This design comes from an exercise in tuning for small area, a short achievable clock period and few clock cycles on the open sky130 flow, not from production work.
Function was checked by simulation only, so behaviour that the tests miss may differ from the original.
Power and IR drop assume default switching activity.

$ cat flow/run.sh
#!/bin/bash
# Standard layout (the standard.sh, its synthesis unchanged), with:
# - gates allowed to be resized to any footprint;
# - the ports buffered with buf_2 rather than a delay cell.
# The SDC (clock period, I/O delays) is the standard flow's.
cp standard.sh standard_sh.txt.log
cat config.mk > config_in.log
echo "export SETUP_SLACK_MARGIN = 6.8" >> config.mk
echo "export MATCH_CELL_FOOTPRINT = 0" >> config.mk
echo "export BUFFER_PORTS_ARGS = -buffer_cell sky130_fd_sc_hd__buf_2" >> config.mk
bash standard.sh > standard.log 2>&1
$ cat config.mk
export PLATFORM = sky130hd
export DESIGN_NAME = mips_core
export DESIGN_NICKNAME = mips_core
export VERILOG_FILES = /design/flow/design.v
export SDC_FILE = /design/flow/constraint.sdc
export NUM_CORES = 4
export LEC_CHECK = 0
export CAP_MARGIN = 20
export CORE_MARGIN = 2
export CORE_UTILIZATION = 50
export CTS_CLUSTER_DIAMETER = 120
export CTS_CLUSTER_SIZE = 20
export SLEW_MARGIN = 20
export SYNTH_HIERARCHICAL = 1
export SETUP_SLACK_MARGIN = 6.8
export MATCH_CELL_FOOTPRINT = 0
export BUFFER_PORTS_ARGS = -buffer_cell sky130_fd_sc_hd__buf_2
$ cat constraint.sdc
create_clock -name core_clock -period 10.0 [get_ports {clk}]
set_input_delay 2.0000 -clock core_clock [delete_from_list [all_inputs] [get_ports {clk}]]
set_output_delay 2.0000 -clock core_clock [all_outputs]
set_load 0.01 [all_outputs]
$ cat design.v
module mips_core (
	input         clk,
	input         rst,           
	output [31:0] imem_addr,
	input  [31:0] imem_rdata,
	output [31:0] dmem_addr,
	output [31:0] dmem_wdata,
	output        dmem_we,
	input  [31:0] dmem_rdata,
	output        halt
);
	reg  [9:0]  pc;                  
	reg  [31:0] ir;                  
	reg  [9:0]  tgtD;                
	reg         vD;                  
	reg  [31:0] aX, bX;              
	reg  [15:0] immX;                
	reg  [9:0]  tgtX;                
	reg  [4:0]  rdX;
	reg         weX, swX, beqX, sysX, ldX, lwX, lhX;
	reg         immSelX, addX, subX, sltX, andX, orX, norX, sllX, srlX;
	reg  [31:0] resM, wdM;           
	reg  [4:0]  rdM;
	reg         weM, swM, sysM, ldM, lwM, lhM;
	wire [31:0] valM;                
	wire [32*31-1:0] rqv;            
	genvar g;
	generate
		for (g = 1; g < 32; g = g + 1) begin : R
			reg [31:0] r;
			always @(posedge clk)
				if (weM && rdM == g) r <= valM;
			assign rqv[32*(g-1) +: 32] = r;
		end
	endgenerate
	wire [31:0] ins = imem_rdata;
	wire beqF  = ins[31:26] == 6'h04;
	wire sameF = beqF & (ins[25:21] == ins[20:16]);    
	wire [9:0] tgtF = pc + 10'd1 + ins[9:0];
	wire [5:0] op = ir[31:26];
	wire [5:0] fn = ir[5:0];
	wire [4:0] rs = ir[25:21];
	wire [4:0] rt = ir[20:16];
	wire [4:0] rd = ir[15:11];
	wire isR    = op == 6'h00;
	wire isAddi = op == 6'h08;
	wire isLw   = op == 6'h23;
	wire isLh   = op == 6'h21;
	wire isLhu  = op == 6'h25;
	wire isSw   = op == 6'h2B;
	wire isBeq  = op == 6'h04;
	wire isLd   = isLw | isLh | isLhu;
	wire isImm  = isAddi | isLd | isSw;
	wire isSys  = ir == 32'h0000000c;
	wire [4:0] dst = isR ? rd : rt;
	wire weD = (isR | isAddi | isLd) & (dst != 5'd0);
	wire beqSame = isBeq & (rs == rt);           
	wire hitA = weM & (rdM == rs);
	wire hitB = weM & (rdM == rt);
	reg [31:1] selA, selB;
	integer k;
	always @(*)
		for (k = 1; k < 32; k = k + 1) begin
			selA[k] = (rs == k) & ~(weM & (rdM == k));
			selB[k] = (rt == k) & ~(weM & (rdM == k));
		end
	wire [31:0] opA, opB;
	rf_read readA (selA, rqv, hitA, valM, opA);
	rf_read readB (selB, rqv, hitB, valM, opB);
	wire [31:0] imm32 = {{16{immX[15]}}, immX};
	wire [31:0] b  = immSelX ? imm32 : bX;
	wire [31:0] bx = subX ? ~b : b;
	wire [31:0] p0, g0, G, sum;
	wire [31:0] cin = {G[30:0], subX};    
	genvar q;
	generate
		for (q = 0; q < 32; q = q + 1) begin : PG
			xor2_g px (aX[q], bx[q], p0[q]);
			and2_g gx (aX[q], bx[q], g0[q]);
			xor2_g sx (p0[q], cin[q], sum[q]);
		end
	endgenerate
	prefix32 carries (p0, g0, subX, G);
	wire lt = ~G[31];                
	integer i;
	wire [4:0] sh = immX[10:6];
	reg  [31:0] bs, shr;
	wire [31:0] shl = bs << sh;
	always @(*)
		for (i = 0; i < 32; i = i + 1) begin
			bs[i]  = srlX ? bX[31 - i] : bX[i];
			shr[i] = shl[31 - i];
		end
	wire [31:0] orv = p0 | g0;
	wire [31:0] other = {31'd0, sltX & lt}
			| ({32{andX}} & g0)
			| ({32{orX}}  & orv)
			| ({32{norX}} & ~orv)
			| ({32{sllX}} & shl)
			| ({32{srlX}} & shr);
	wire [31:0] res;
	generate
		for (q = 0; q < 32; q = q + 1) begin : RS
			ao21_g r (addX, sum[q], other[q], res[q]);
		end
	endgenerate
	wire takeX = beqX & ~|p0;        
	wire [31:0] ldv = {lwM ? dmem_rdata[31:16] : {16{lhM & dmem_rdata[15]}}, dmem_rdata[15:0]};
	assign valM = ldM ? ldv : resM;
	wire [9:0] pcNext = takeX ? tgtX :
			    sameF ? tgtF :
			    beqF  ? pc + 10'd3 : pc + 10'd1;
	wire kD = vD & ~takeX;           
	always @(posedge clk or posedge rst) begin
		if (rst) begin
			pc <= 10'd0;
			vD <= 1'b0;
			weX <= 1'b0; swX <= 1'b0; beqX <= 1'b0; sysX <= 1'b0;
			weM <= 1'b0; swM <= 1'b0; sysM <= 1'b0;
		end else begin
			pc <= pcNext;
			vD <= ~takeX;
			weX  <= kD & weD;
			swX  <= kD & isSw;
			beqX <= kD & isBeq & ~beqSame;
			sysX <= kD & isSys;
			weM  <= weX;
			swM  <= swX;
			sysM <= sysX;
		end
	end
	always @(posedge clk) begin
		ir      <= ins;
		tgtD    <= tgtF;
		aX      <= opA;
		bX      <= opB;
		immX    <= ir[15:0];
		tgtX    <= tgtD;
		rdX     <= dst;
		ldX     <= isLd;
		lwX     <= isLw;
		lhX     <= isLh;
		immSelX <= isImm;
		addX    <= isImm | (isR & (fn == 6'h20 | fn == 6'h22));
		subX    <= isR & (fn == 6'h22 | fn == 6'h2A | fn == 6'h2B);
		sltX    <= isR & (fn == 6'h2A | fn == 6'h2B);
		andX    <= isR & fn == 6'h24;
		orX     <= isR & fn == 6'h25;
		norX    <= isR & fn == 6'h27;
		sllX    <= isR & fn == 6'h00;
		srlX    <= isR & fn == 6'h02;
		resM <= res;
		wdM  <= bX;
		rdM  <= rdX;
		ldM  <= ldX;
		lwM  <= lwX;
		lhM  <= lhX;
	end
	assign imem_addr  = {20'd0, pc, 2'b00};
	assign dmem_addr  = resM;
	assign dmem_wdata = wdM;
	assign dmem_we    = swM;
	assign halt       = sysM;
endmodule
module rf_read (
	input  [31:1]        sel,
	input  [32*31-1:0]   d,
	input                byp,
	input  [31:0]        bv,
	output [31:0]        q
);
	genvar b, t;
	generate
		for (b = 0; b < 32; b = b + 1) begin : B
			wire [10:0] n;       
			for (t = 0; t < 10; t = t + 1) begin : T
				aoi222 g (sel[3*t+1], d[32*(3*t)+b], sel[3*t+2], d[32*(3*t+1)+b],
					  sel[3*t+3], d[32*(3*t+2)+b], n[t]);
			end
			nand2_g  g10 (sel[31], d[32*30+b], n[10]);
			wire o0, o1, o2;     
			nand4_g  h0 (n[0], n[1], n[2], n[3], o0);
			nand4_g  h1 (n[4], n[5], n[6], n[7], o1);
			nand3_g  h2 (n[8], n[9], n[10], o2);
			wire m0, m1;         
			nor2_g   k0 (o0, o1, m0);
			aoi21_g  k1 (byp, bv[b], o2, m1);
			nand2_g  k2 (m0, m1, q[b]);
		end
	endgenerate
endmodule
module aoi222 (
	input  a0, b0, a1, b1, a2, b2,
	output y
);
	assign y = ~((a0 & b0) | (a1 & b1) | (a2 & b2));
endmodule
module aoi21_g (
	input  a0, a1, b,
	output y
);
	assign y = ~((a0 & a1) | b);
endmodule
module nand2_g (
	input  a, b,
	output y
);
	assign y = ~(a & b);
endmodule
module nand3_g (
	input  a, b, c,
	output y
);
	assign y = ~(a & b & c);
endmodule
module nand4_g (
	input  a, b, c, d,
	output y
);
	assign y = ~(a & b & c & d);
endmodule
module nor2_g (
	input  a, b,
	output y
);
	assign y = ~(a | b);
endmodule
module prefix32 (
	input  [31:0] p,
	input  [31:0] g,
	input         c,
	output [31:0] G
);
	reg [31:0] Gs, Ps, Gn, Pn;
	integer l, i, j;
	always @(*) begin
		Gs = g;
		Ps = p;
		Gs[0] = g[0] | (p[0] & c);
		for (l = 0; l < 5; l = l + 1) begin
			Gn = Gs;
			Pn = Ps;
			for (i = 0; i < 32; i = i + 1)
				if ((i >> l) & 1) begin
					j = ((i >> l) << l) - 1;
					Gn[i] = Gs[i] | (Ps[i] & Gs[j]);
					Pn[i] = Ps[i] & Ps[j];
				end
			Gs = Gn;
			Ps = Pn;
		end
	end
	assign G = Gs;
endmodule
module xor2_g (
	input  a, b,
	output y
);
	assign y = a ^ b;
endmodule
module and2_g (
	input  a, b,
	output y
);
	assign y = a & b;
endmodule
module ao21_g (
	input  a0, a1, b,
	output y
);
	assign y = (a0 & a1) | b;
endmodule
$ cat standard.sh
#!/bin/bash
# synth_recipe.tcl (not shown) runs the flow's synth.tcl, then flattens the netlist and writes it again
# the make line also repeats each setting of config.mk as NAME=value (left out here)
make -C /OpenROAD-flow-scripts/flow DESIGN_CONFIG=/design/flow/config.mk WORK_HOME=/design/flow/orfs CLKGATE_MAP_FILE= SYNTH_SCRIPT=/design/flow/synth_recipe.tcl "${@:-finish}"
==> impl_results.md, run 1 <==
- Status: no timing/DRC/antenna violations
- LEAKAGE: 20.11 nW
- Vias in the first global route: 39220
- Overall routed net length: 212300 um
- Routed length per placed instance: 39.40 um
- Clock root cell: clkbuf_16
- Post-cts hold buffer count: 0
- Hold Slack: 0.2966 ns
- Total global-route track usage: a little under two fifths
- Sequential element share of the synthesized area: 66.20%
- Synth Area in Adders: 0.3011%
- Port bufs: 141
- FMAX: 297.8 MHz
- Die Footprint: 0.1073 mm2
- Max Cap Violations: 0
- Main combinational cell family by area after synthesis: compound AO/OA/AOI/OAI gates
- CTS clk-pin slew, worst paths: about 0.10 ns
- Maximum VDD drop: 0.2107 mV
- Min-Delay Path Class: reg -> reg
- CTS Buffer Depth: 3
- Mapped Cells: between 3000 and 4000
- First-pass GRT wire length: 288300 um
- Antenna-violating nets left: 0
- Synth cell count leaders: edfxtp_1, a222oi_1, nand2_1
- Final Hold Viols: 0
- Largest net degree at the start of global routing: 66
- Mux contribution to synthesized area: 3.701%
- CP max stage delay: roughly 0.4 ns
- M1 GR Usage: 49.30%
- Post-synth EDFFs: 992
- Yosys top cell area share: a little under three fifths
- Storage cell area: 0.03477 mm2
- Total number of vias: between 40000 and 50000
- Layout area overhead: 17.07%
- Core Rows: roughly 120
- Cell accounting for the most synthesized area: edfxtp_1
- CP max stage cell: nor4_4
- Die Width: 327.6 um
- RSZ-0062 raised after global routing: true
- CP cell instances: buf_12 > buf_4 > mux2i_1 > xnor2_1 > xor2_2 > nand4_1 > nor4_4 > inv_2 > o31ai_4 > o21ai_2 > a21oi_2 > o221ai_1 > nor3_1 > o21ai_1 > a21o_1
- CTS tree: built
- Core footprint: 0.1036 mm2
- Largest cells by area after synthesis: edfxtp_1, a222oi_1, dfxtp_1
- Worst Path Required: 10.57 ns
- FF+latch count, synth: around 1200
- CP endpoint kind: flip-flop
- Synthesis Warnings: 8
- I/O Pins: 164
- Multi-input gate area: a little under 0.02 mm2
- Arrival time worst endpoint: 3.93 ns
- Grt peak-use layer: met2
- Final setup TNS: 0 ns
- Actual slew at the worst max-slew pin: approximately 1.1 ns
- XOR/XNOR share of the synthesized area: approximately 2.4%
- Period utilization: ~34%
- Reg2reg start: immSelX
- Min Tclk post-route: about 3.4 ns
- Cell area power density: 197.9 mW/mm2
- Initial antenna violation count: 4
- Top-count cell post-synth: edfxtp_1
- Crit start category: flip-flop
- Post-synth design cell area: 0.05237 mm2
- Via/cell ratio: 7.683
- First drt pass iteration count: 14
- Fillers: 8040
- Final setup viols: 0
- Delay-heaviest family, CP: compound AO/OA/AOI/OAI gates
- Synth Area in Compound Gates: 18.04%
- CP startpoint: immSelX
- Hpwl dp: 129500 um
- TritonCTS Buffers: 72
- HP Start: rdX[2]
- Overflow after GRT: 0
- Core Util, Final: about three fifths
- Met3 GRT Util: 9.583%
- Rel. slew slack: 25.03%
- Nets: between 4000 and 5000
- GPL Wtd Cong: around 0.95
- DRC viols: 0
- Simple-gate portion of the synthesized area: 8.102%
- Post-synthesis cell type count: 87
- Chip height: 327.6 um
- Main synth FF type: edfxtp_1
- Layout cells sized above 1: 24.17%
- Clock Sinks: 1231
- Crit-path max FO: 7
- Ys async rst share: 1.462%
- Post-Syn Area per Cell: 14.58 um2
- Crit path kind: reg -> reg
- WP buf/inv: 3
- Worst clock skew: roughly 0.065 ns
- Initial drt markers: between 8000 and 9000
- Worst skew pair latency: 0.71 ns
- Worst R2R Setup Slack: 6.64 ns
- Starting density of the core: 50.52%
- Pins Over Slew Limit: 0
- GR met2 Demand/Resource: 58.38%
- H-Tree Depth: 3
[metal layers]
| metal | wire (um) | vias to the layer above |
|---|---|---|
| met3 | 28550 | 667 |
| li1 | - | 16460 |
| met2 | 95350 | 3443 |
| met5 | 28 | - |
| met4 | 13740 | 6 |
| met1 | 74640 | 20820 |
[sequential cells by signal (all words and copies together) (netlist names), 16 cells and up]
signal / cells
resM: 32
bX: 32
R.r: 992
aX: 32
wdM: 32
ir: 32
immX: 16
[cell families (layout without fill, tap and decap cells)]
group | after synthesis | count (layout)
flip-flops | 1231 | 1231
buffers and inverters | 132 | 524
adder cells (fa/ha/maj) | 12 | 12
AO/OA/AOI/OAI | 1051 | 1051
AND/OR/NAND/NOR | 865 | 866
other | 1 | 25
XOR/XNOR | 143 | 143
multiplexers | 156 | 156
[path summary, 6_finish.rpt]
check / end / depth (start not counted)
max: resM[0] / 15
min: rdM[2] / 0
max reg2reg: resM[0] / 15
min reg2reg: rdM[2] / 0
max in group asynchronous: pc[0] / 2
min in group asynchronous: pc[2] / 2
[timing repair]
action | CTS | global route
pin swaps | 43 | 57
hold endpoints to repair | 0 | 0
gates resized for setup | 234 | 135
setup endpoints to repair | 149 | 115
setup buffers | 55 | 58
gates cloned | 5 | 7
[modules after synthesis (local to each module, per instance), a selection]
module     cells  flops+latches
nor2_g         1              0
prefix32     111              0
nand4_g        1              0
nand3_g        1              0
xor2_g         1              0
and2_g         1              0
mips_core   2264           1231
aoi21_g        1              0
[metrics by stage]
stage | instance area (um2) | std cells | setup WS (ns) | power [mW]
2_1_floorplan | 53280 | 3612 | 6.651 | 7.669
3_3_place_gp | 56530 | 5144 | 5.796 | 8.679
3_5_place_dp | 56530 | 5144 | 5.783 | 8.732
4_1_cts | 60010 | 5320 | 6.666 | 11.90
5_1_grt | 61300 | 5385 | 6.599 | 12.42
6_report | 61310 | 5388 | 6.642 | 12.14
[where the power goes]
group	total, mW	switching (mW)	internal (mW)
logic	2.63	1.80	0.832
clock network	3.10	1.72	1.39
registers	6.40	0.231	6.16
[cells in the final DEF (no fill, tap or decap), types with 19 or more instances in the layout]
cell,instances
a21o_1,51
a21oi_1,56
a21oi_2,77
a222oi_1,641
and2_1,31
buf_12,25
buf_2,118
buf_4,164
buf_6,49
clkbuf_1,34
clkbuf_16,80
conb_1,22
dfxtp_1,172
dfxtp_2,36
edfxtp_1,992
inv_1,24
mux2_2,42
mux2i_1,76
mux4_2,20
nand2_1,223
nand3_1,95
nand4_1,140
nor2_1,120
nor2_2,31
nor2_4,36
nor3_1,19
nor3_4,46
o21ai_0,20
o221ai_1,29
o22ai_1,23
o32ai_1,19
xnor2_1,36
xor2_1,61
xor2_2,30
[layout make-up]
cell class              instances  share of cell area (%)
well taps                    1380                   2.816
clock buffers                 107                   3.188
inverters                      32                  0.2082
multi-input cells            2250                   31.39
flip-flops and latches       1231                   56.72
clock inverters                 9                  0.2449
diodes                          3                 0.01225
repair buffers                376                   5.425
Testbench counts, summed over its fixed seeds: cycles 62,370.
==> run 2: changes to the inputs <==
--- a/design.v
+++ b/design.v
@@ -19,5 +19,5 @@
 	reg  [4:0]  rdX;
 	reg         weX, swX, beqX, sysX, ldX, lwX, lhX;
-	reg         immSelX, addX, subX, sltX, andX, orX, norX, sllX, srlX;
+	reg         addX, sltX, andX, orX, norX, sllX, srlX;
 	reg  [31:0] resM, wdM;           
 	reg  [4:0]  rdM;
@@ -53,4 +53,5 @@
 	wire isImm  = isAddi | isLd | isSw;
 	wire isSys  = ir == 32'h0000000c;
+	wire isSub  = isR & (fn == 6'h22 | fn == 6'h2A | fn == 6'h2B);
 	wire [4:0] dst = isR ? rd : rt;
 	wire weD = (isR | isAddi | isLd) & (dst != 5'd0);
@@ -68,7 +69,18 @@
 	rf_read readA (selA, rqv, hitA, valM, opA);
 	rf_read readB (selB, rqv, hitB, valM, opB);
+	wire [3:0] immSelQ, subQ;
+	genvar y;
+	generate
+		for (y = 0; y < 4; y = y + 1) begin : DUP
+			dff1 immSelR (clk, isImm, immSelQ[y]);
+			dff1 subR    (clk, isSub, subQ[y]);
+		end
+	endgenerate
+	wire [31:0] immSelV = {{8{immSelQ[3]}}, {8{immSelQ[2]}}, {8{immSelQ[1]}}, {8{immSelQ[0]}}};
+	wire [31:0] subV    = {{8{subQ[3]}}, {8{subQ[2]}}, {8{subQ[1]}}, {8{subQ[0]}}};
+	wire        subX    = subQ[0];
 	wire [31:0] imm32 = {{16{immX[15]}}, immX};
-	wire [31:0] b  = immSelX ? imm32 : bX;
-	wire [31:0] bx = subX ? ~b : b;
+	wire [31:0] b  = (immSelV & imm32) | (~immSelV & bX);
+	wire [31:0] bx = b ^ subV;
 	wire [31:0] p0, g0, G, sum;
 	wire [31:0] cin = {G[30:0], subX};    
@@ -141,7 +153,5 @@
 		lwX     <= isLw;
 		lhX     <= isLh;
-		immSelX <= isImm;
 		addX    <= isImm | (isR & (fn == 6'h20 | fn == 6'h22));
-		subX    <= isR & (fn == 6'h22 | fn == 6'h2A | fn == 6'h2B);
 		sltX    <= isR & (fn == 6'h2A | fn == 6'h2B);
 		andX    <= isR & fn == 6'h24;
@@ -271,2 +281,10 @@
 	assign y = (a0 & a1) | b;
 endmodule
+module dff1 (
+	input      clk,
+	input      d,
+	output reg q
+);
+	always @(posedge clk)
+		q <= d;
+endmodule
==> impl_results.md, run 2 <==
- Max Cap Violations: 0 (unchanged)
- Routed length per placed instance: 42.25 um (was 39.40 um)
- Mapped Cells: 3616 (was 3591)
- CTS clk-pin slew, worst paths: 0.08 ns (was 0.10 ns)
- Worst Path Required: 10.34 ns (was 10.57 ns)
- First drt pass iteration count: 14 (unchanged)
- Worst skew pair latency: 0.71 ns (about the same)
- CTS Buffer Depth: 3 (unchanged)
- Die Width: 327.7 um (was 327.6 um)
- Post-synth EDFFs: 992 (unchanged)
- Cell accounting for the most synthesized area: edfxtp_1 (unchanged)
- Period utilization: 33.54% (was 33.58%)
- Pins Over Slew Limit: 0 (unchanged)
- CP max stage cell: a21oi_4 (was nor4_4)
- Actual slew at the worst max-slew pin: 1.191 ns (was 1.122 ns)
- Delay-heaviest family, CP: compound AO/OA/AOI/OAI gates (unchanged)
- Synthesis Warnings: 9 (was 8)
- Commonest non-fill, non-tap cell in the layout: edfxtp_1 (unchanged)
- Layout cells sized above 1: 23.28% (was 24.17%)
- FF+latch count, synth: 1237 (was 1231)
- GPL Wtd Cong: 1.019 (was 0.9482)
- Hpwl dp: 136400 um (was 129500 um)
- R2R depth: 10 (was 15)
- Max reg flops: 992 (unchanged)
- Post-Syn Area per Cell: 14.49 um2 (was 14.58 um2)
- CP endpoint kind: flip-flop (unchanged)
- TritonCTS Buffers: 73 (was 72)
- Final Hold Viols: 0 (unchanged)
- Chip height: 327.7 um (was 327.6 um)
- CTS tree: built (unchanged)
- Layout area overhead: 16.79% (was 17.07%)
- Antenna-violating nets left: 0 (unchanged)
- CP cell instances: buf_2 > nand2_1 > o21a_4 > a21oi_4 (was buf_12 > buf_4 > mux2i_1 > xnor2_1 > xor2_2 > nand4_1 > nor4_4 > inv_2 > o31ai_4 > o21ai_2 > a21oi_2 > o221ai_1 > nor3_1 > o21ai_1 > a21o_1)
- Rel. slew slack: 20.60% (was 25.03%)
- I/O Pins: 164 (unchanged)
- Crit-path max FO: 33 (was 7)
- Crit path kind: in -> reg (was reg -> reg)
- Arrival time worst endpoint: 3.69 ns (was 3.93 ns)
- Die Footprint: 0.1074 mm2 (was 0.1073 mm2)
- RSZ-0062 raised after global routing: true (unchanged)
- Overflow after GRT: 0 (unchanged)
- Total number of vias: 42200 (was 41400)
- Nets: 4046 (was 4041)
- Overall routed net length: 228600 um (was 212300 um)
- Clock Sinks: 1237 (was 1231)
- DRC viols: 0 (unchanged)
- Worst clock skew: 0.03995 ns (was 0.06528 ns)
- Top-count cell post-synth: edfxtp_1 (unchanged)
- Yosys top cell area share: 56.87% (was 56.89%)
- Tot Pwr: 12.39 mW (was 12.14 mW)
- Initial antenna violation count: 11 (was 4)
- Sequential element share of the synthesized area: 66.40% (was 66.20%)
- Core footprint: 0.1038 mm2 (was 0.1036 mm2)
- Total global-route track usage: 39.97% (was 37.81%)
- FMAX: 298.2 MHz (was 297.8 MHz)
- Hold Slack: 0.3323 ns (was 0.2966 ns)
- Vias in the first global route: 39750 (was 39220)
- Maximum VDD drop: 0.1988 mV (was 0.2107 mV)
- Final setup TNS: 0 ns (unchanged)
- Post-synth design cell area: 0.05238 mm2 (was 0.05237 mm2)
- LEAKAGE: 20.00 nW (was 20.11 nW)
- Design Area, Final: 0.06118 mm2 (was 0.06131 mm2)
- Critical path depth: 4 (was 15)
- Main synth FF type: edfxtp_1 (unchanged)
- Min Tclk post-route: 3.354 ns (was 3.358 ns)
- Core Rows: 118 (unchanged)
- WP buf/inv: 1 (was 3)
- Most flop-heavy register: R.r (unchanged)
- Synth cell count leaders: edfxtp_1, a222oi_1, nand2_1 (unchanged)
- Port bufs: 141 (unchanged)
- Initial drt markers: 10100 (was 8597)
- First-pass GRT wire length: 301900 um (was 288300 um)
- Min-Delay Path Class: reg -> reg (unchanged)
- Final setup viols: 0 (unchanged)
- Clock root cell: clkbuf_16 (unchanged)
- Multi-input gate area: 0.01906 mm2 (was 0.01924 mm2)
- Placed inst area: 0.05654 mm2 (was 0.05653 mm2)
- Hold path cells: 0 (unchanged)
- Status: no timing/DRC/antenna violations (unchanged)
- Starting density of the core: 50.47% (was 50.52%)
- Storage cell area: 0.03494 mm2 (was 0.03477 mm2)
- Post-synthesis cell type count: 81 (was 87)
- Via/cell ratio: 7.799 (was 7.683)
- CP max stage delay: 0.95 ns (was 0.40 ns)
- Largest net degree at the start of global routing: 66 (unchanged)
- Cell area power density: 202.5 mW/mm2 (was 197.9 mW/mm2)
- Fillers: 8066 (was 8040)
- Crit start category: input pin (was flip-flop)
- Most frequent cells in the layout: edfxtp_1, a222oi_1, nand2_1 (unchanged)
- H-Tree Depth: 3 (unchanged)
- Ys async rst share: 1.455% (was 1.462%)
- Largest cells by area after synthesis: edfxtp_1, a222oi_1, dfxtp_1 (unchanged)
## run 2: cells by family after synthesis
family	Yosys count	synth area share, %
DFF	1237	66.40
AOI/OAI and AO/OA	1045	17.92
and+or+nand+nor	889	8.259
muxes	154	3.528
xor gates and xnor gates	143	2.391
buffers and inverters	135	1.189
adders and majority gates	12	0.3010
other	1	0.007159
## run 2: path summary, 6_finish.rpt
check / from / end / slack, ns
worst max-delay path: dmem_rdata[15] / R[9].r[17] / 6.65
worst min-delay path: tgtD[2] / tgtX[2] / 0.33
worst max register to register: rdM[2] / aX[23] / 6.73
worst min register to register: tgtD[2] / tgtX[2] / 0.33
max in group asynchronous: rst / pc[6] / 7.92
min in group asynchronous: rst / pc[7] / 1.48
## run 2: modules after synthesis (local to each module, per instance), excerpt
module | cells inside | copies in the design
aoi21_g | 1 | 64
aoi222 | 1 | 640
mips_core | 2281 | 1
nand3_g | 1 | 64
nand4_g | 1 | 128
nor2_g | 1 | 64
## run 2: layer usage
layer / global-route usage [%] / vias to the layer above / share of wire (%)
met5: 0.2218 / - / 0.022
met4: 21.09 / 8 / 6.3
met3: 11.34 / 794 / 15
met2: 62.97 / 3896 / 45
met1: 50.32 / 20950 / 34
li1: - / 16550 / -
## run 2: timing repair
item,in CTS,in global routing
setup buffers,42,40
pin swaps,20,64
gates cloned,2,17
resized for setup,244,133
hold buffers,0,0
setup endpoints to repair,197,437
hold endpoints to repair,0,0
## run 2: stage by stage
stage               instances  util (%)  worst slack, ns
finish                   5410     58.94            6.646
global route             5410     58.94            6.596
CTS                      5352     57.84            6.644
detailed placement       5172     54.48            5.862
global placement         5171     54.47            5.933
floorplan                3637         -            6.387
## run 2: report_power, final
group	leakage, nW	internal, mW	switching [mW]
sequential	11.2	6.20	0.273
clock	1.07	1.48	1.78
combinational	7.76	0.799	1.86
## run 2: final cells by class
| class | count | share of cell area [%] |
|---|---|---|
| flip-flops and latches | 1237 | 57.11 |
| multi-input cells | 2271 | 31.15 |
| repair buffers | 353 | 5.031 |
| clock buffers | 124 | 3.315 |
| well taps | 1380 | 2.822 |
| clock inverters | 12 | 0.3640 |
| inverters | 32 | 0.2025 |
| diodes | 1 | 0.004090 |
Testbench counts of run 2, summed over its fixed seeds: cycles 62,370.
==> run 3: changes to the inputs <==
--- a/design.v
+++ b/design.v
@@ -105,6 +105,5 @@
 		end
 	wire [31:0] orv = p0 | g0;
-	wire [31:0] other = {31'd0, sltX & lt}
-			| ({32{andX}} & g0)
+	wire [31:0] other = ({32{andX}} & g0)
 			| ({32{orX}}  & orv)
 			| ({32{norX}} & ~orv)
@@ -114,5 +113,8 @@
 	generate
 		for (q = 0; q < 32; q = q + 1) begin : RS
-			ao21_g r (addX, sum[q], other[q], res[q]);
+			if (q == 0)      
+				ao221_g r (sltX, lt, addX, sum[q], other[q], res[q]);
+			else
+				ao21_g r (addX, sum[q], other[q], res[q]);
 		end
 	endgenerate
@@ -289,2 +291,8 @@
 		q <= d;
 endmodule
+module ao221_g (
+	input  a0, a1, b0, b1, c,
+	output y
+);
+	assign y = (a0 & a1) | (b0 & b1) | c;
+endmodule
--- a/flow/run.sh
+++ b/flow/run.sh
@@ -6,5 +6,5 @@
 cp standard.sh standard_sh.txt.log
 cat config.mk > config_in.log
-echo "export SETUP_SLACK_MARGIN = 6.8" >> config.mk
+echo "export SETUP_SLACK_MARGIN = 6.65" >> config.mk
 echo "export MATCH_CELL_FOOTPRINT = 0" >> config.mk
 echo "export BUFFER_PORTS_ARGS = -buffer_cell sky130_fd_sc_hd__buf_2" >> config.mk
--- a/config.mk
+++ b/config.mk
@@ -13,5 +13,5 @@
 export SLEW_MARGIN = 20
 export SYNTH_HIERARCHICAL = 1
-export SETUP_SLACK_MARGIN = 6.8
+export SETUP_SLACK_MARGIN = 6.65
 export MATCH_CELL_FOOTPRINT = 0
 export BUFFER_PORTS_ARGS = -buffer_cell sky130_fd_sc_hd__buf_2
==> impl_results.md, run 3 <==
- Status: no timing/DRC/antenna violations (unchanged)
- H-Tree Depth: 3 (unchanged)
- Layout area overhead: 16.72% (was 16.79%)
- I/O Pins: 164 (unchanged)
- Most frequent cells in the layout: edfxtp_1, a222oi_1, nand2_1 (unchanged)
- Synth cell count leaders: edfxtp_1, a222oi_1, nand2_1 (unchanged)
- Final setup viols: 0 (unchanged)
- Ys async rst share: 1.455% (unchanged)
- Crit start category: flip-flop (was input pin)
- Cell accounting for the most synthesized area: edfxtp_1 (unchanged)
- Final Hold Viols: 0 (unchanged)
- Rel. slew slack: 16.63% (was 20.60%)
- Post-Syn Area per Cell: 14.53 um2 (was 14.49 um2)
- CTS tree: built (unchanged)
- FF+latch count, synth: 1237 (unchanged)
- CTS clk-pin slew, worst paths: 0.09 ns (was 0.08 ns)
- HP Start: tgtD[6] (was tgtD[2])
- First-pass GRT wire length: 315600 um (was 301900 um)
- Final setup TNS: 0 ns (unchanged)
- Antenna-violating nets left: 0 (unchanged)
- Overflow after GRT: 0 (unchanged)
- Max reg flops: 992 (unchanged)
- Top-count cell post-synth: edfxtp_1 (unchanged)
- Top layer in use: met5 (unchanged)
- Nets: 4039 (was 4046)
- Actual slew at the worst max-slew pin: 1.250 ns (was 1.191 ns)
- CTS Buffer Depth: 3 (unchanged)
- DRC viols: 0 (unchanged)
- Post-synthesis cell type count: 86 (was 81)
- Sequential element share of the synthesized area: 66.41% (was 66.40%)
- Met2 WL: 103700 um (was 103400 um)
- Maximum VDD drop: 0.1842 mV (was 0.1988 mV)
- GPL Wtd Cong: 1.022 (was 1.019)
- CP startpoint: weM (was dmem_rdata[15])
- Via/cell ratio: 7.866 (was 7.799)
- Core Rows: 118 (unchanged)
- Worst skew pair latency: 0.72 ns (was 0.71 ns)
- Hold Slack: 0.3259 ns (was 0.3323 ns)
- Synthesis Warnings: 9 (unchanged)
- RSZ-0062 raised after global routing: true (unchanged)
- Wire length on met3: 35110 um (was 33640 um)
- Min-Delay Path Class: reg -> reg (unchanged)
- Reg2reg start: weM (was rdM[2])
- LEAKAGE: 20.06 nW (was 20.00 nW)
- Mapped Cells: 3604 (was 3616)
- First drt pass iteration count: 13 (was 14)
- Clock root cell: clkbuf_16 (unchanged)
- Overall routed net length: 238500 um (was 228600 um)
- Commonest non-fill, non-tap cell in the layout: edfxtp_1 (unchanged)
- Post-synth design cell area: 0.05238 mm2 (about the same)
- Pins Over Slew Limit: 0 (unchanged)
- Port bufs: 141 (unchanged)
- Worst Path Required: 10.57 ns (was 10.34 ns)
- Chip height: 327.7 um (about the same)
- M1 wire length: 77550 um (was 77100 um)
- Hpwl dp: 144600 um (was 136400 um)
- Arrival time worst endpoint: 4.14 ns (was 3.69 ns)
- Die Footprint: 0.1074 mm2 (about the same)
- TritonCTS Buffers: 73 (unchanged)
- Fillers: 8092 (was 8066)
- Min Tclk post-route: 3.576 ns (was 3.354 ns)
- Core footprint: 0.1036 mm2 (was 0.1038 mm2)
- Tot Pwr: 12.45 mW (was 12.39 mW)
- Most flop-heavy register: R.r (unchanged)
- Post-cts hold buffer count: 0 (unchanged)
- Crit path kind: reg -> reg (was in -> reg)
- Cell area power density: 203.6 mW/mm2 (was 202.5 mW/mm2)
- Largest net degree at the start of global routing: 60 (was 66)
- Routed length per placed instance: 44.23 um (was 42.25 um)
- Yosys top cell area share: 56.87% (about the same)
- Worst clock skew: 0.05344 ns (was 0.03995 ns)
- Die Width: 327.7 um (about the same)
- Crit-path max FO: 32 (was 33)
- Total number of vias: 42420 (was 42200)
- Layout cells sized above 1: 21.84% (was 23.28%)
- Clock Sinks: 1237 (unchanged)
- Total global-route track usage: 42.52% (was 39.97%)
- Max Cap Violations: 0 (unchanged)
- Starting density of the core: 50.54% (was 50.47%)
- CP endpoint kind: flip-flop (unchanged)
- Period utilization: 35.76% (was 33.54%)
- FMAX: 279.7 MHz (was 298.2 MHz)
- Vias in the first global route: 38670 (was 39750)
- Initial antenna violation count: 15 (was 11)
- Initial drt markers: 10190 (was 10100)
- Post-synth EDFFs: 992 (unchanged)
- Main synth FF type: edfxtp_1 (unchanged)
- Largest cells by area after synthesis: edfxtp_1, a222oi_1, dfxtp_1 (unchanged)
-- run 3: layout make-up --
cell class                 instances  area [um2]  share of cell area (%)
tap                             1380        1727                   2.824
sequential                      1237       34850                   57.00
clock inverter                    10       176.4                  0.2886
multi-input combinational       2256       18840                   30.82
antenna                            7       17.52                 0.02865
clock buffer                     110        1966                   3.215
timing repair buffer             366        3456                   5.653
inverter                          27       105.1                  0.1719
-- run 3: modules after synthesis, one instance, submodules excluded, a selection --
module	cells inside	flip-flops and latches	times used
mips_core	2269	1229	1
prefix32	111	0	1
dff1	1	1	8
ao221_g	1	0	1
aoi222	1	0	640
aoi21_g	1	0	64
xor2_g	1	0	64
ao21_g	1	0	31
and2_g	1	0	32
nand4_g	1	0	128
nand3_g	1	0	64
nand2_g	1	0	128
nor2_g	1	0	64
-- run 3: metal layers --
layer	vias to the layer above	track usage, %
li1	16510	-
met1	21100	52.46
met2	3979	64.71
met3	818	12.58
met4	16	29.19
met5	-	0
-- run 3: worst paths after layout --
kind	end	slack, ns	depth (start not counted)
worst max-delay path	aX[26]	6.42	10
worst min-delay path	tgtX[6]	0.33	0
worst min register to register	tgtX[6]	0.33	0
worst max register to register	aX[26]	6.42	10
max in group asynchronous	pc[6]	7.79	2
min in group asynchronous	swX	1.51	2
-- run 3: metrics by stage --
step	setup slack, ns	std cells	utilization, %	cell area, um2
CTS	6.550	5305	57.68	59780
global route	6.467	5386	58.97	61120
detailed placement	5.513	5158	54.41	56390
finish	6.424	5393	58.99	61130
global placement	5.588	5156	54.35	56330
floorplan	6.316	3625	-	52910
-- run 3: cells by family after synthesis --
group | share of synthesized area (%)
compound gates | 18.20
flops | 66.41
simple gates | 8.196
fa+ha+maj | 0.3010
xor+xnor | 2.274
mux | 3.323
other cells | 0.007159
buf+inv | 1.292
-- run 3: critical path, stage by stage (launching register included) --
cell	delay, ns
dfrtp_2	0.48
nor2b_4	0.23
nand2_1	0.21
nor2_4	0.20
buf_12	0.21
nor3_4	0.07
buf_6	0.25
a222oi_1	0.41
nand4_1	0.87
nor2_1	0.38
nand2_1	0.08
-- run 3: repair_timing --
action | CTS | global route
gates cloned | 12 | 12
setup buffers | 15 | 60
gates resized for setup | 207 | 74
setup endpoints to repair | 112 | 106
pin swaps | 34 | 48
-- run 3: power by group --
group	switching [mW]	internal, mW	total (mW)
Clock	1.76	1.40	3.16
Sequential	0.267	6.18	6.45
Combinational	2.03	0.806	2.84
Total	4.06	8.38	12.4
Testbench counts of run 3, summed over its fixed seeds: cycles 62,370.
==> run 4: changes to the inputs <==
--- a/design.v
+++ b/design.v
@@ -169,5 +169,7 @@
 		lhM  <= lhX;
 	end
-	assign imem_addr  = {20'd0, pc, 2'b00};
+	wire [9:0] pcOut;
+	dffr10 pcCopy (clk, rst, pcNext, pcOut);
+	assign imem_addr  = {20'd0, pcOut, 2'b00};
 	assign dmem_addr  = resM;
 	assign dmem_wdata = wdM;
@@ -297,2 +299,14 @@
 	assign y = (a0 & a1) | (b0 & b1) | c;
 endmodule
+module dffr10 (
+	input            clk,
+	input            rst,
+	input      [9:0] d,
+	output reg [9:0] q
+);
+	always @(posedge clk or posedge rst)
+		if (rst)
+			q <= 10'd0;
+		else
+			q <= d;
+endmodule
--- a/flow/run.sh
+++ b/flow/run.sh
@@ -6,5 +6,5 @@
 cp standard.sh standard_sh.txt.log
 cat config.mk > config_in.log
-echo "export SETUP_SLACK_MARGIN = 6.65" >> config.mk
+echo "export SETUP_SLACK_MARGIN = 6.8" >> config.mk
 echo "export MATCH_CELL_FOOTPRINT = 0" >> config.mk
 echo "export BUFFER_PORTS_ARGS = -buffer_cell sky130_fd_sc_hd__buf_2" >> config.mk
--- a/config.mk
+++ b/config.mk
@@ -13,5 +13,5 @@
 export SLEW_MARGIN = 20
 export SYNTH_HIERARCHICAL = 1
-export SETUP_SLACK_MARGIN = 6.65
+export SETUP_SLACK_MARGIN = 6.8
 export MATCH_CELL_FOOTPRINT = 0
 export BUFFER_PORTS_ARGS = -buffer_cell sky130_fd_sc_hd__buf_2
==> impl_results.md, run 4 <==
- Crit start category: input pin (was flip-flop)
- Seq pwr share: 53.7% (was 51.8%)
- Antenna-violating nets left: 0 (unchanged)
- Internal power: 8.455 mW (was 8.385 mW)
- CP max stage delay: 1.00 ns (was 0.87 ns)
- Hpwl dp: 133900 um (was 144600 um)
- Pins Over Slew Limit: 0 (unchanged)
- Rel. slew slack: 18.26% (was 16.63%)
- Final setup TNS: 0 ns (unchanged)
- Fillers: 8227 (was 8092)
- Die Footprint: 0.1079 mm2 (was 0.1074 mm2)
- Final Hold Viols: 0 (unchanged)
- Arrival time worst endpoint: 3.64 ns (was 4.14 ns)
- Synth cell count leaders: edfxtp_1, a222oi_1, nand2_1 (unchanged)
- Period utilization: 33.16% (was 35.76%)
- Met2 WL: 99940 um (was 103700 um)
- Largest net degree at the start of global routing: 60 (unchanged)
- Routed length per placed instance: 40.09 um (was 44.23 um)
- CTS tree: built (unchanged)
- RSZ-0062 raised after global routing: true (unchanged)
- Clock Sinks: 1247 (was 1237)
- Sw Pwr: 3.777 mW (was 4.064 mW)
- Post-synthesis cell type count: 86 (unchanged)
- Critical path depth: 4 (was 10)
- Top layer in use: met5 (unchanged)
- Top-count cell post-synth: edfxtp_1 (unchanged)
- Via/cell ratio: 7.692 (was 7.866)
- Pre-CTS setup slack: 5.797 ns (was 5.513 ns)
- FF+latch count, synth: 1247 (was 1237)
- Worst Path Required: 10.32 ns (was 10.57 ns)
- Largest cells by area after synthesis: edfxtp_1, a222oi_1, dfxtp_1 (unchanged)
- Wire length on met3: 27700 um (was 35110 um)
- Initial antenna violation count: 19 (was 15)
- Nets: 4012 (was 4039)
- Post-synth EDFFs: 992 (unchanged)
- CP max stage cell: a21oi_4 (was nand4_1)
- Crit-path max FO: 33 (was 32)
- GPL Wtd Cong: 1.028 (was 1.022)
- CTS Buffer Depth: 3 (unchanged)
- Cell accounting for the most synthesized area: edfxtp_1 (unchanged)
- Worst clock skew: 0.06361 ns (was 0.05344 ns)
- Total global-route track usage: 38.20% (was 42.52%)
- Clock power share: 25.8% (was 25.4%)
- WP buf/inv: 1 (was 2)
- Core Rows: 119 (was 118)
- Overall routed net length: 214900 um (was 238500 um)
- Maximum VDD drop: 0.1607 mV (was 0.1842 mV)
- DRC viols: 0 (unchanged)
- CP endpoint kind: flip-flop (unchanged)
- R2R depth: 11 (was 10)
- Initial drt markers: 8925 (was 10190)
- First drt pass iteration count: 13 (unchanged)
- CP startpoint: dmem_rdata[15] (was weM)
- Reg2reg start: DUP[1].immSelR.q (was weM)
- Clock root cell: clkbuf_16 (unchanged)
- Die Width: 328.4 um (was 327.7 um)
- Sw frac: 30.87% (was 32.65%)
- Worst R2R Setup Slack: 6.78 ns (was 6.42 ns)
- Core footprint: 0.1048 mm2 (was 0.1036 mm2)
- Post-cts hold buffer count: 0 (unchanged)
- Post-Syn Area per Cell: 14.56 um2 (was 14.53 um2)
- Comb pwr share: 20.5% (was 22.8%)
- Final setup viols: 0 (unchanged)
- Total number of vias: 41240 (was 42420)
- CTS clk-pin slew, worst paths: 0.09 ns (about the same)
- Main synth FF type: edfxtp_1 (unchanged)
- Delay-heaviest family, CP: compound AO/OA/AOI/OAI gates (was simple AND/OR/NAND/NOR gates)
- Max Cap Violations: 0 (unchanged)
- Most frequent cells in the layout: edfxtp_1, a222oi_1, nand2_1 (unchanged)
- Min-Delay Path Class: reg -> reg (unchanged)
- Overflow after GRT: 0 (unchanged)
- Min Tclk post-route: 3.316 ns (was 3.576 ns)
- Sequential element share of the synthesized area: 66.56% (was 66.41%)
- Ys async rst share: 2.245% (was 1.455%)
- Post-synth design cell area: 0.05263 mm2 (was 0.05238 mm2)
- PnR worst setup slack: 6.684 ns (was 6.424 ns)
- Commonest non-fill, non-tap cell in the layout: edfxtp_1 (unchanged)
- Worst skew pair latency: 0.71 ns (was 0.72 ns)
- Mapped Cells: 3615 (was 3604)
- Cell area power density: 201.0 mW/mm2 (was 203.6 mW/mm2)
- Vias in the first global route: 38850 (was 38670)
- Yosys top cell area share: 56.60% (was 56.87%)
- Port bufs: 141 (unchanged)
- Reg2reg end: resM[26] (was aX[26])
- Chip height: 328.4 um (was 327.7 um)
- Max reg flops: 992 (unchanged)
- First-pass GRT wire length: 292900 um (was 315600 um)
- Synthesis Warnings: 10 (was 9)
- TritonCTS Buffers: 74 (was 73)
- Status: no timing/DRC/antenna violations (unchanged)
- Layout area overhead: 15.59% (was 16.72%)
- Starting density of the core: 50.21% (was 50.54%)
- Most flop-heavy register: R.r (unchanged)
- Layout cells sized above 1: 21.93% (was 21.84%)
- M1 wire length: 74150 um (was 77550 um)
- CP cell instances: buf_2 > nand2_1 > o21a_4 > a21oi_4 (was nor2b_4 > nand2_1 > nor2_4 > buf_12 > nor3_4 > buf_6 > a222oi_1 > nand4_1 > nor2_1 > nand2_1)
- LEAKAGE: 19.89 nW (was 20.06 nW)
- CP endpoint: R[10].r[18] (was aX[26])
- I/O Pins: 164 (unchanged)
- Actual slew at the worst max-slew pin: 1.222 ns (was 1.250 ns)
- FMAX: 301.6 MHz (was 279.7 MHz)
- Crit path kind: in -> reg (was reg -> reg)
- H-Tree Depth: 3 (unchanged)
==> run 4: changes by cell type in the layout (fill, tap and decap cells not counted), sizes merged <==
cell,before,now
a21oi,143,140
clkbuf,122,101
buf,347,324
dfrtp,18,28
diode,7,4
bufbuf,7,1
clkinvlp,1,2
inv,29,31
clkinv,7,8
==> run 4: metrics by stage <==
step | util (%) | power (mW) | instance area, um2 | hold WS, ns | std cells
final | 58.04 | 12.23 | 60840 | 0.3253 | 5362
after global routing | 58.04 | 12.54 | 60840 | 0.3295 | 5360
after CTS | 57.14 | 12.02 | 59900 | 0.3260 | 5303
after detailed placement | 54.02 | 8.798 | 56630 | 0.3121 | 5177
after global placement | 54.02 | 8.760 | 56630 | 0.3123 | 5177
after floorplan | - | 7.714 | 53330 | 0.3096 | 3636
==> run 4: power by group through the flow <==
stage / clock network [mW] / registers [mW] / logic (mW)
after CTS: 3.18 / 6.55 / 2.30
after detailed placement: 0 / 6.63 / 2.17
final: 3.16 / 6.57 / 2.51
after floorplan: 0 / 6.47 / 1.24
after global routing: 3.35 / 6.58 / 2.61
after global placement: 0 / 6.63 / 2.13
==> run 4: what timing repair did <==
action	CTS	global route
pin swaps	18	47
buffers inserted	16	48
setup endpoints to repair	163	169
cloned	1	7
resized for setup	249	104
hold endpoints to repair	0	0
==> run 4: area by class of cell <==
class                           count  area, um2  area share [%]
Clock inverter                     12      217.7          0.3578
Multi-Input combinational cell   2253      18760           30.83
Sequential cell                  1247      35190           57.85
Tap cell                         1391       1740           2.861
Timing Repair Buffer              329       2848           4.681
Inverter                           28      108.9          0.1789
Timing Repair inverter              1      7.507         0.01234
Antenna cell                        4      10.01         0.01645
Clock buffer                       97       1959           3.220
==> run 4: per-layer routing <==
metal  up-vias  GRT usage, %
met5         -             0
met1     20710         49.11
met3       651         8.261
li1      16440             -
met4         4         18.66
met2      3436         61.66
==> run 4: how the worst min path moves through the flow <==
stage	startpoint	to	slack, ns	cells past startpoint
2_1_floorplan	ldX	ldM	0.31	0
3_3_place_gp	ldX	ldM	0.31	0
3_5_place_dp	tgtD[0]	tgtX[0]	0.31	0
4_1_cts	tgtD[9]	tgtX[9]	0.33	0
5_1_grt	rdX[4]	rdM[4]	0.33	0
6_report	rdX[4]	rdM[4]	0.33	0
==> run 4: cell families (layout without fill, tap and decap cells) <==
family                     count (synthesis)  in the layout  synth area share [%]
adders and majority gates                 12             12                0.2995
other                                      1             26              0.007125
muxes                                    145            145                 3.307
AOI/OAI and AO/OA                       1065           1067                 18.11
DFF                                     1247           1247                 66.56
and+or+nand+nor                          871            871                 8.156
buffers and inverters                    138            467                 1.293
xor gates and xnor gates                 136            136                 2.263
==> run 4: Yosys stat by module (local to each module, per instance), excerpt <==
module / flops+latches / cell area (um2)
mips_core: 1229 / 41700
dff1: 1 / 20.02
nor2_g: 0 / 3.754
xor2_g: 0 / 8.758
ao221_g: 0 / 10.01
dffr10: 10 / 254.0
aoi21_g: 0 / 8.758
nand3_g: 0 / 5.005
nand4_g: 0 / 6.256
prefix32: 0 / 705.7
nand2_g: 0 / 3.754
aoi222: 0 / 10.01
ao21_g: 0 / 7.507
Testbench counts of run 4, summed over its fixed seeds: cycles 62,370.
==> run 5: changes to the inputs <==
--- a/config.mk
+++ b/config.mk
@@ -8,5 +8,5 @@
 export CAP_MARGIN = 20
 export CORE_MARGIN = 2
-export CORE_UTILIZATION = 50
+export CORE_UTILIZATION = 60
 export CTS_CLUSTER_DIAMETER = 120
 export CTS_CLUSTER_SIZE = 20
==> impl_results.md, run 5 <==
- Vias in the first global route: 38260 (was 38850)
- Synth cell count leaders: edfxtp_1, a222oi_1, nand2_1 (unchanged)
- Rel. slew slack: 11.36% (was 18.26%)
- R2R depth: 9 (was 11)
- CTS tree: built (unchanged)
- Layout cells sized above 1: 21.50% (was 21.93%)
- Total global-route track usage: 42.58% (was 38.20%)
- CTS clk-pin slew, worst paths: 0.10 ns (was 0.09 ns)
- Clock Sinks: 1247 (unchanged)
- Reg2reg start: DUP[0].immSelR.q (was DUP[1].immSelR.q)
- Actual slew at the worst max-slew pin: 1.325 ns (was 1.222 ns)
- Port bufs: 141 (unchanged)
- CP cell instances: mux2i_1 > xnor2_1 > xor2_2 > mux2i_1 > o32ai_4 > o221ai_1 > a221oi_4 > o21ai_0 > a221o_1 (was buf_2 > nand2_1 > o21a_4 > a21oi_4)
- First drt pass iteration count: 15 (was 13)
- Die Width: 300.2 um (was 328.4 um)
- Min-Delay Path Class: reg -> reg (unchanged)
- Initial drt markers: 10180 (was 8925)
- Cell area power density: 202.0 mW/mm2 (was 201.0 mW/mm2)
- Status: no timing/DRC/antenna violations (unchanged)
- Min Tclk post-route: 3.484 ns (was 3.316 ns)
- Final Hold Viols: 0 (unchanged)
- Commonest non-fill, non-tap cell in the layout: edfxtp_1 (unchanged)
- Sequential element share of the synthesized area: 66.56% (unchanged)
- Delay-heaviest family, CP: compound AO/OA/AOI/OAI gates (unchanged)
- Post-synth EDFFs: 992 (unchanged)
- Chip height: 300.2 um (was 328.4 um)
- Sw frac: 30.93% (was 30.87%)
- Final setup viols: 0 (unchanged)
- Nets: 3985 (was 4012)
- Mapped Cells: 3615 (unchanged)
- Most frequent cells in the layout: edfxtp_1, a222oi_1, nand2_1 (unchanged)
- CTS Buffer Depth: 3 (unchanged)
- Cell accounting for the most synthesized area: edfxtp_1 (unchanged)
- GPL Wtd Cong: 1.050 (was 1.028)
- Total number of vias: 42100 (was 41240)
- Crit-path max FO: 8 (was 33)
- First-pass GRT wire length: 275300 um (was 292900 um)
- Seq pwr share: 53.7% (about the same)
- Worst R2R Setup Slack: 6.52 ns (was 6.78 ns)
- Hold Slack: 0.3318 ns (was 0.3253 ns)
- Worst clock skew: 0.04201 ns (was 0.06361 ns)
- Hold path cells: 0 (unchanged)
- Clock root cell: clkbuf_16 (unchanged)
- Via/cell ratio: 8.248 (was 7.692)
- Hold Path Sink: rdM[1] (was rdM[4])
- Post-synthesis cell type count: 86 (unchanged)
- DRC viols: 0 (unchanged)
- Largest cells by area after synthesis: edfxtp_1, a222oi_1, dfxtp_1 (unchanged)
- Max reg flops: 992 (unchanged)
- Most used cell, CP: mux2i_1
- CP max stage delay: 0.55 ns (was 1.00 ns)
- Die Footprint: 0.09011 mm2 (was 0.1079 mm2)
- Worst Path Required: 10.56 ns (was 10.32 ns)
- Critical path depth: 9 (was 4)
- H-Tree Depth: 3 (unchanged)
- Arrival time worst endpoint: 4.04 ns (was 3.64 ns)
- Final setup TNS: 0 ns (unchanged)
- FMAX: 287.0 MHz (was 301.6 MHz)
- Non-filler cells, final: 5104 (was 5362)
- WP buf/inv: 0 (was 1)
- Synthesis Warnings: 10 (unchanged)
- Main synth FF type: edfxtp_1 (unchanged)
- HP Start: rdX[1] (was rdX[4])
- Antenna-violating nets left: 0 (unchanged)
- Post-cts hold buffer count: 0 (unchanged)
- TritonCTS Buffers: 72 (was 74)
- Top-count cell post-synth: edfxtp_1 (unchanged)
- Initial antenna violation count: 8 (was 19)
- PnR worst setup slack: 6.516 ns (was 6.684 ns)
- Post-Syn Area per Cell: 14.56 um2 (unchanged)
- RSZ-0062 raised after global routing: true (unchanged)
- Internal power: 8.382 mW (was 8.455 mW)
- Crit start category: flip-flop (was input pin)
- Pins Over Slew Limit: 0 (unchanged)
- FF+latch count, synth: 1247 (unchanged)
- Pre-CTS setup slack: 5.815 ns (was 5.797 ns)
- Worst skew pair latency: 0.68 ns (was 0.71 ns)
- Tot Pwr: 12.14 mW (was 12.23 mW)
- Routed length per placed instance: 40.14 um (was 40.09 um)
- Period utilization: 34.84% (was 33.16%)
- Overflow after GRT: 0 (unchanged)
- Maximum VDD drop: 0.2181 mV (was 0.1607 mV)
- Crit path kind: reg -> reg (was in -> reg)
- I/O Pins: 164 (unchanged)
- Overall routed net length: 204900 um (was 214900 um)
- Hpwl dp: 122500 um (was 133900 um)
- Largest net degree at the start of global routing: 60 (unchanged)
- Core footprint: 0.08689 mm2 (was 0.1048 mm2)
- Fillers: 5802 (was 8227)
- Most flop-heavy register: R.r (unchanged)
- LEAKAGE: 19.66 nW (was 19.89 nW)
- Post-synth design cell area: 0.05263 mm2 (unchanged)
- Core Rows: 108 (was 119)
- Ys async rst share: 2.245% (unchanged)
- Starting density of the core: 60.58% (was 50.21%)
- Inst Count DP: 4938 (was 5177)
- Reg2reg end: resM[0] (was resM[26])
- CP max stage cell: a221oi_4 (was a21oi_4)
- Sw Pwr: 3.754 mW (was 3.777 mW)
- Max Cap Violations: 0 (unchanged)
- Clock power share: 25.5% (was 25.8%)
- Yosys top cell area share: 56.60% (unchanged)
- Layout area overhead: 14.15% (was 15.59%)
- Comb pwr share: 20.8% (was 20.5%)
- CP endpoint kind: flip-flop (unchanged)
run 5: cell counts after synthesis:
Identical to the previous run, type by type.
run 5: logic make-up (layout without fill, tap and decap cells):
group | count (synthesis) | in the layout | share of synthesized area, %
flip-flops | 1247 | 1247 | 66.56
AO/OA/AOI/OAI | 1065 | 1074 | 18.11
AND/OR/NAND/NOR | 871 | 871 | 8.156
multiplexers | 145 | 145 | 3.307
buffers and inverters | 138 | 437 | 1.293
XOR/XNOR | 136 | 136 | 2.263
adder cells (fa/ha/maj) | 12 | 12 | 0.2995
other | 1 | 27 | 0.007125
run 5: area by class of cell:
class	count	area, um2	share of cell area, %
sequential	1247	35150	58.50
inverter	28	105.1	0.1749
tap	1155	1445	2.405
antenna	5	12.51	0.02082
clock buffer	104	1964	3.269
clock inverter	7	115.1	0.1916
multi-input combinational	2260	18950	31.54
timing repair buffer	298	2344	3.900
run 5: worst max-delay path by stage:
| stage | start | endpoint | slack (ns) |
|---|---|---|---|
| 5_1_grt | DUP[0].immSelR.q | resM[0] | 6.46 |
| 4_1_cts | pcCopy.q[5] | imem_addr[7] | 6.73 |
| 3_3_place_gp | imem_rdata[29] | pcCopy.q[8] | 5.91 |
| 2_1_floorplan | imem_rdata[0] | pcCopy.q[8] | 6.50 |
| 3_5_place_dp | imem_rdata[29] | pcCopy.q[8] | 5.82 |
| 6_report | DUP[0].immSelR.q | resM[0] | 6.52 |
run 5: through the flow:
step | utilization, % | instance area [um2]
after global routing | 69.14 | 60080
after CTS | 68.08 | 59150
after detailed placement | 64.80 | 56310
final | 69.15 | 60080
after global placement | 64.80 | 56310
after floorplan | - | 53330
run 5: modules after synthesis (local to each module, per instance), a selection:
module | flops+latches | cells | area, um2 | times used
mips_core | 1229 | 2269 | 41700 | 1
nand4_g | 0 | 1 | 6.256 | 128
nor2_g | 0 | 1 | 3.754 | 64
prefix32 | 0 | 111 | 705.7 | 1
aoi222 | 0 | 1 | 10.01 | 640
nand3_g | 0 | 1 | 5.005 | 64
dff1 | 1 | 1 | 20.02 | 8
nand2_g | 0 | 1 | 3.754 | 128
ao21_g | 0 | 1 | 7.507 | 31
aoi21_g | 0 | 1 | 8.758 | 64
xor2_g | 0 | 1 | 8.758 | 64
dffr10 | 10 | 11 | 254.0 | 1
and2_g | 0 | 1 | 6.256 | 32
ao221_g | 0 | 1 | 10.01 | 1
run 5: power groups by stage:
stage	logic [mW]	registers [mW]	clock network [mW]
2_1_floorplan	1.24	6.47	0
3_3_place_gp	2.08	6.59	0
3_5_place_dp	2.13	6.59	0
4_1_cts	2.20	6.50	3.08
5_1_grt	2.58	6.52	3.27
6_report	2.52	6.52	3.10
run 5: worst reg2reg max path, cell delays in order, from the launching register on:
cell	delay (ns)
dfxtp_2	0.49
mux2i_1	0.25
xnor2_1	0.21
xor2_2	0.39
mux2i_1	0.21
o32ai_4	0.36
o221ai_1	0.30
a221oi_4	0.55
o21ai_0	0.31
a221o_1	0.32
run 5: layer usage:
metal  share of wire [%]  track usage [%]  wire (um)
met3                  17            10.74      35170
met1                  32            56.06      64650
met4                 6.1            17.43      12490
met2                  45            68.12      92560
met5               0.011                0         23
run 5: timing repair:
item                       4_1_cts  5_1_grt
setup endpoints to repair      142      399
resized for setup              181      136
setup buffers                    7       32
gates cloned                     0       11
pin swaps                        8       60
==> run 6: changes to the inputs <==
--- a/flow/run.sh
+++ b/flow/run.sh
@@ -6,5 +6,5 @@
 cp standard.sh standard_sh.txt.log
 cat config.mk > config_in.log
-echo "export SETUP_SLACK_MARGIN = 6.8" >> config.mk
+echo "export SETUP_SLACK_MARGIN = 7.0" >> config.mk
 echo "export MATCH_CELL_FOOTPRINT = 0" >> config.mk
 echo "export BUFFER_PORTS_ARGS = -buffer_cell sky130_fd_sc_hd__buf_2" >> config.mk
--- a/config.mk
+++ b/config.mk
@@ -8,10 +8,10 @@
 export CAP_MARGIN = 20
 export CORE_MARGIN = 2
-export CORE_UTILIZATION = 60
+export CORE_UTILIZATION = 50
 export CTS_CLUSTER_DIAMETER = 120
 export CTS_CLUSTER_SIZE = 20
 export SLEW_MARGIN = 20
 export SYNTH_HIERARCHICAL = 1
-export SETUP_SLACK_MARGIN = 6.8
+export SETUP_SLACK_MARGIN = 7.0
 export MATCH_CELL_FOOTPRINT = 0
 export BUFFER_PORTS_ARGS = -buffer_cell sky130_fd_sc_hd__buf_2
==> impl_results.md, run 6 <==
- Total number of vias: 44270 (was 42100)
- First drt pass iteration count: 15 (unchanged)
- Overall routed net length: 251500 um (was 204900 um)
- Nets: 4224 (was 3985)
- WP buf/inv: 3 (was 0)
- CTS Buffer Depth: 3 (unchanged)
- Cell area power density: 198.1 mW/mm2 (was 202.0 mW/mm2)
- Actual slew at the worst max-slew pin: 1.178 ns (was 1.325 ns)
- Fillers: 7722 (was 5802)
- Cell accounting for the most synthesized area: edfxtp_1 (unchanged)
- CP max stage delay: 0.69 ns (was 0.55 ns)
- Top-count cell post-synth: edfxtp_1 (unchanged)
- Sequential element share of the synthesized area: 66.56% (unchanged)
- Hpwl dp: 142300 um (was 122500 um)
- Worst skew pair latency: 0.72 ns (was 0.68 ns)
- Delay-heaviest family, CP: simple AND/OR/NAND/NOR gates (was compound AO/OA/AOI/OAI gates)
- Wire length on met3: 39620 um (was 35170 um)
- Placed inst area: 0.05675 mm2 (was 0.05631 mm2)
- Commonest non-fill, non-tap cell in the layout: edfxtp_1 (unchanged)
- Post-synthesis cell type count: 86 (unchanged)
- GPL Wtd Cong: 1.074 (was 1.050)
- Post-synth EDFFs: 992 (unchanged)
- Crit-path max FO: 6 (was 8)
- Period utilization: 33.78% (was 34.84%)
- Post-synth design cell area: 0.05263 mm2 (unchanged)
- Most frequent cells in the layout: edfxtp_1, a222oi_1, buf_4 (was edfxtp_1, a222oi_1, nand2_1)
- Via/cell ratio: 7.905 (was 8.248)
- Layout area overhead: 23.78% (was 14.15%)
- Clock root cell: clkbuf_16 (unchanged)
- Core Rows: 119 (was 108)
- Layout cells sized above 1: 29.19% (was 21.50%)
- CP cell instances: nor2b_4 > nand3_4 > nor2_4 > buf_12 > buf_12 > nor3_4 > buf_12 > a222oi_1 > nand4_1 > nor2_4 > nand2_2 (was mux2i_1 > xnor2_1 > xor2_2 > mux2i_1 > o32ai_4 > o221ai_1 > a221oi_4 > o21ai_0 > a221o_1)
- Ys async rst share: 2.245% (unchanged)
- Most used cell, CP: buf_12 (was mux2i_1)
- Starting density of the core: 50.21% (was 60.58%)
- Port bufs: 141 (unchanged)
- Final Hold Viols: 0 (unchanged)
- Main synth FF type: edfxtp_1 (unchanged)
- Non-filler cells, final: 5600 (was 5104)
- RSZ-0062 raised after global routing: true (unchanged)
- Arrival time worst endpoint: 3.92 ns (was 4.04 ns)
- Total global-route track usage: 44.13% (was 42.58%)
- Largest net degree at the start of global routing: 60 (unchanged)
- FF+latch count, synth: 1247 (unchanged)
- Initial antenna violation count: 25 (was 8)
- Routed length per placed instance: 44.91 um (was 40.14 um)
- Storage cell area: 0.03522 mm2 (was 0.03515 mm2)
- Die Footprint: 0.1079 mm2 (was 0.09011 mm2)
- Pre-CTS setup slack: 5.332 ns (was 5.815 ns)
- Post-Syn Area per Cell: 14.56 um2 (unchanged)
- Pins Over Slew Limit: 0 (unchanged)
- Hold Slack: 0.3306 ns (was 0.3318 ns)
- CTS clk-pin slew, worst paths: 0.09 ns (was 0.10 ns)
- CTS tree: built (unchanged)
- PnR worst setup slack: 6.622 ns (was 6.516 ns)
- Die Width: 328.4 um (was 300.2 um)
- Worst Path Required: 10.54 ns (was 10.56 ns)
- Vias in the first global route: 40150 (was 38260)
- Largest cells by area after synthesis: edfxtp_1, a222oi_1, dfxtp_1 (unchanged)
- TritonCTS Buffers: 73 (was 72)
- Final setup TNS: 0 ns (unchanged)
- First-pass GRT wire length: 327400 um (was 275300 um)
- M1 wire length: 80440 um (was 64650 um)
- FMAX: 296.1 MHz (was 287.0 MHz)
- Comb pwr share: 24.8% (was 20.8%)
- Core footprint: 0.1048 mm2 (was 0.08689 mm2)
- Sw frac: 32.91% (was 30.93%)
- Design Area, Final: 0.06515 mm2 (was 0.06008 mm2)
- LEAKAGE: 21.78 nW (was 19.66 nW)
- Rel. slew slack: 21.44% (was 11.36%)
- Clock Sinks: 1247 (unchanged)
- Crit path kind: reg -> reg (unchanged)
- Crit start category: flip-flop (unchanged)
- Final setup viols: 0 (unchanged)
- Min-Delay Path Class: reg -> reg (unchanged)
- Mapped Cells: 3615 (unchanged)
- Max Cap Violations: 0 (unchanged)
- Initial drt markers: 11100 (was 10180)
- Chip height: 328.4 um (was 300.2 um)
- H-Tree Depth: 3 (unchanged)
- Antenna-violating nets left: 0 (unchanged)
- Clock power share: 24.4% (was 25.5%)
- Max reg flops: 992 (unchanged)
- Status: no timing/DRC/antenna violations (unchanged)
- Maximum VDD drop: 0.2408 mV (was 0.2181 mV)
- Met2 WL: 106600 um (was 92560 um)
- Internal power: 8.658 mW (was 8.382 mW)
- Yosys top cell area share: 56.60% (unchanged)
- Inst Count DP: 5184 (was 4938)
- Top layer in use: met5 (unchanged)
- Seq pwr share: 50.8% (was 53.7%)
- Overflow after GRT: 0 (unchanged)
- Worst clock skew: 0.04263 ns (was 0.04201 ns)
- Synthesis Warnings: 10 (unchanged)
- CP endpoint kind: flip-flop (unchanged)
- Sw Pwr: 4.246 mW (was 3.754 mW)
- Post-cts hold buffer count: 0 (unchanged)
- I/O Pins: 164 (unchanged)
- CP max stage cell: nand4_1 (was a221oi_4)
- Most flop-heavy register: R.r (unchanged)
- Synth cell count leaders: edfxtp_1, a222oi_1, nand2_1 (unchanged)
- Multi-input gate area: 0.02006 mm2 (was 0.01895 mm2)
- DRC viols: 0 (unchanged)
- Min Tclk post-route: 3.378 ns (was 3.484 ns)
==> run 6: cell counts after synthesis <==
Identical to the previous run, type by type.
==> run 6: path summary, 6_finish.rpt <==
path                               from     endpoint  slack, ns  cells after the start
worst max-delay path             rdM[2]       bX[10]       6.62                     11
worst min-delay path            tgtD[5]      tgtX[5]       0.33                      0
worst max register to register   rdM[2]       bX[10]       6.62                     11
worst min register to register  tgtD[5]      tgtX[5]       0.33                      0
max in group asynchronous           rst          weM       7.77                      2
min in group asynchronous           rst  pcCopy.q[6]       1.33                      2
==> run 6: metal layers <==
| layer | vias up | global-route usage, % |
|---|---|---|
| li1 | 16900 | - |
| met1 | 21950 | 53.25 |
| met2 | 4316 | 65.13 |
| met3 | 1088 | 16.44 |
| met4 | 18 | 31.90 |
| met5 | - | 0 |
==> run 6: power by group through the flow <==
stage,combinational (mW),sequential [mW],clock (mW)
CTS,2.79,6.52,3.14
global route,3.23,6.55,3.33
global placement,2.39,6.59,0
floorplan,1.25,6.47,0
finish,3.20,6.55,3.15
detailed placement,2.43,6.60,0
==> run 6: Yosys stat by module, one instance, submodules excluded, a selection <==
| module | times used | flops+latches | cell area, um2 | cells inside |
|---|---|---|---|---|
| prefix32 | 1 | 0 | 705.7 | 111 |
| ao21_g | 31 | 0 | 7.507 | 1 |
| nand2_g | 128 | 0 | 3.754 | 1 |
| nor2_g | 64 | 0 | 3.754 | 1 |
| and2_g | 32 | 0 | 6.256 | 1 |
| dffr10 | 1 | 10 | 254.0 | 11 |
| nand4_g | 128 | 0 | 6.256 | 1 |
| nand3_g | 64 | 0 | 5.005 | 1 |
| dff1 | 8 | 1 | 20.02 | 1 |
==> run 6: cells by family (layout without fill, tap and decap cells) <==
family          after synthesis  after routing  share of synthesized area, %
flops                      1247           1247                         66.56
xor+xnor                    136            136                         2.263
compound gates             1065           1071                         18.11
simple gates                871            871                         8.156
fa+ha+maj                    12             12                        0.2995
mux                         145            145                         3.307
buf+inv                     138            692                         1.293
other cells                   1             35                      0.007125
==> run 6: worst reg2reg max path: cells and delay by family, from the launching register on <==
family	cells	cell delay, ns
AO/OA/AOI/OAI	1	0.43
flip-flops	1	0.41
buffers and inverters	3	0.47
AND/OR/NAND/NOR	7	1.93
==> run 6: metrics by stage <==
stage,total power [mW],util (%)
floorplan,7.721,-
global placement,8.977,54.11
detailed placement,9.023,54.14
CTS,12.45,59.53
global route,13.12,62.12
finish,12.90,62.15
==> run 6: what timing repair did <==
action / in CTS / in global routing
gates cloned: 26 / 20
setup buffers: 103 / 129
endpoints found under the setup margin: 352 / 276
resized for setup: 455 / 260
pin swaps: 124 / 143
endpoints found under the hold margin: 0 / 0
==> run 6: cell type report <==
class | instances | share of cell area (%)
clock buffer | 117 | 3.057
tap | 1391 | 2.671
sequential | 1247 | 54.05
multi-input combinational | 2257 | 30.79
clock inverter | 8 | 0.1901
antenna | 13 | 0.04993
timing repair buffer | 539 | 9.019
inverter | 28 | 0.1671

-- static timing again, ports no longer ideal --
The results above use ideal ports. As a check the final layouts listed here were re-extracted and re-timed, cells and wires unchanged. Step 1, drivers: a clkbuf_16 drives clk and a buf_2 each remaining input, both assumed. Step 2 adds t to the input delays and takes it off the output delays; t is the mean of the earliest and latest rising clock arrival at the registers after step 1. Input paths then give back, and output paths get back, about the clock's delay inside the block. a / b / c = no drivers / after step 1 / after step 2; a / b = the first two.
run | t, ns | setup WS [ns] | pins driven straight from the clock port
run 1 | 0.752 | 6.642 / 6.609 / 6.125 | 1
run 2 | 0.763 | 6.646 / 6.600 / 5.901 | 1
run 3 | 0.766 | 6.424 / 6.424 / 5.972 | 1
run 4 | 0.750 | 6.684 / 6.691 / 5.961 | 1
run 5 | 0.723 | 6.516 / 6.516 / 5.895 | 1
run 6 | 0.772 | 6.622 / 6.622 / 6.229 | 1
After both steps setup and hold are still met in every run listed. For run 2, which loses most, drivers alone change the setup slack by -0.046 ns; drivers and shift together by -0.745 ns.
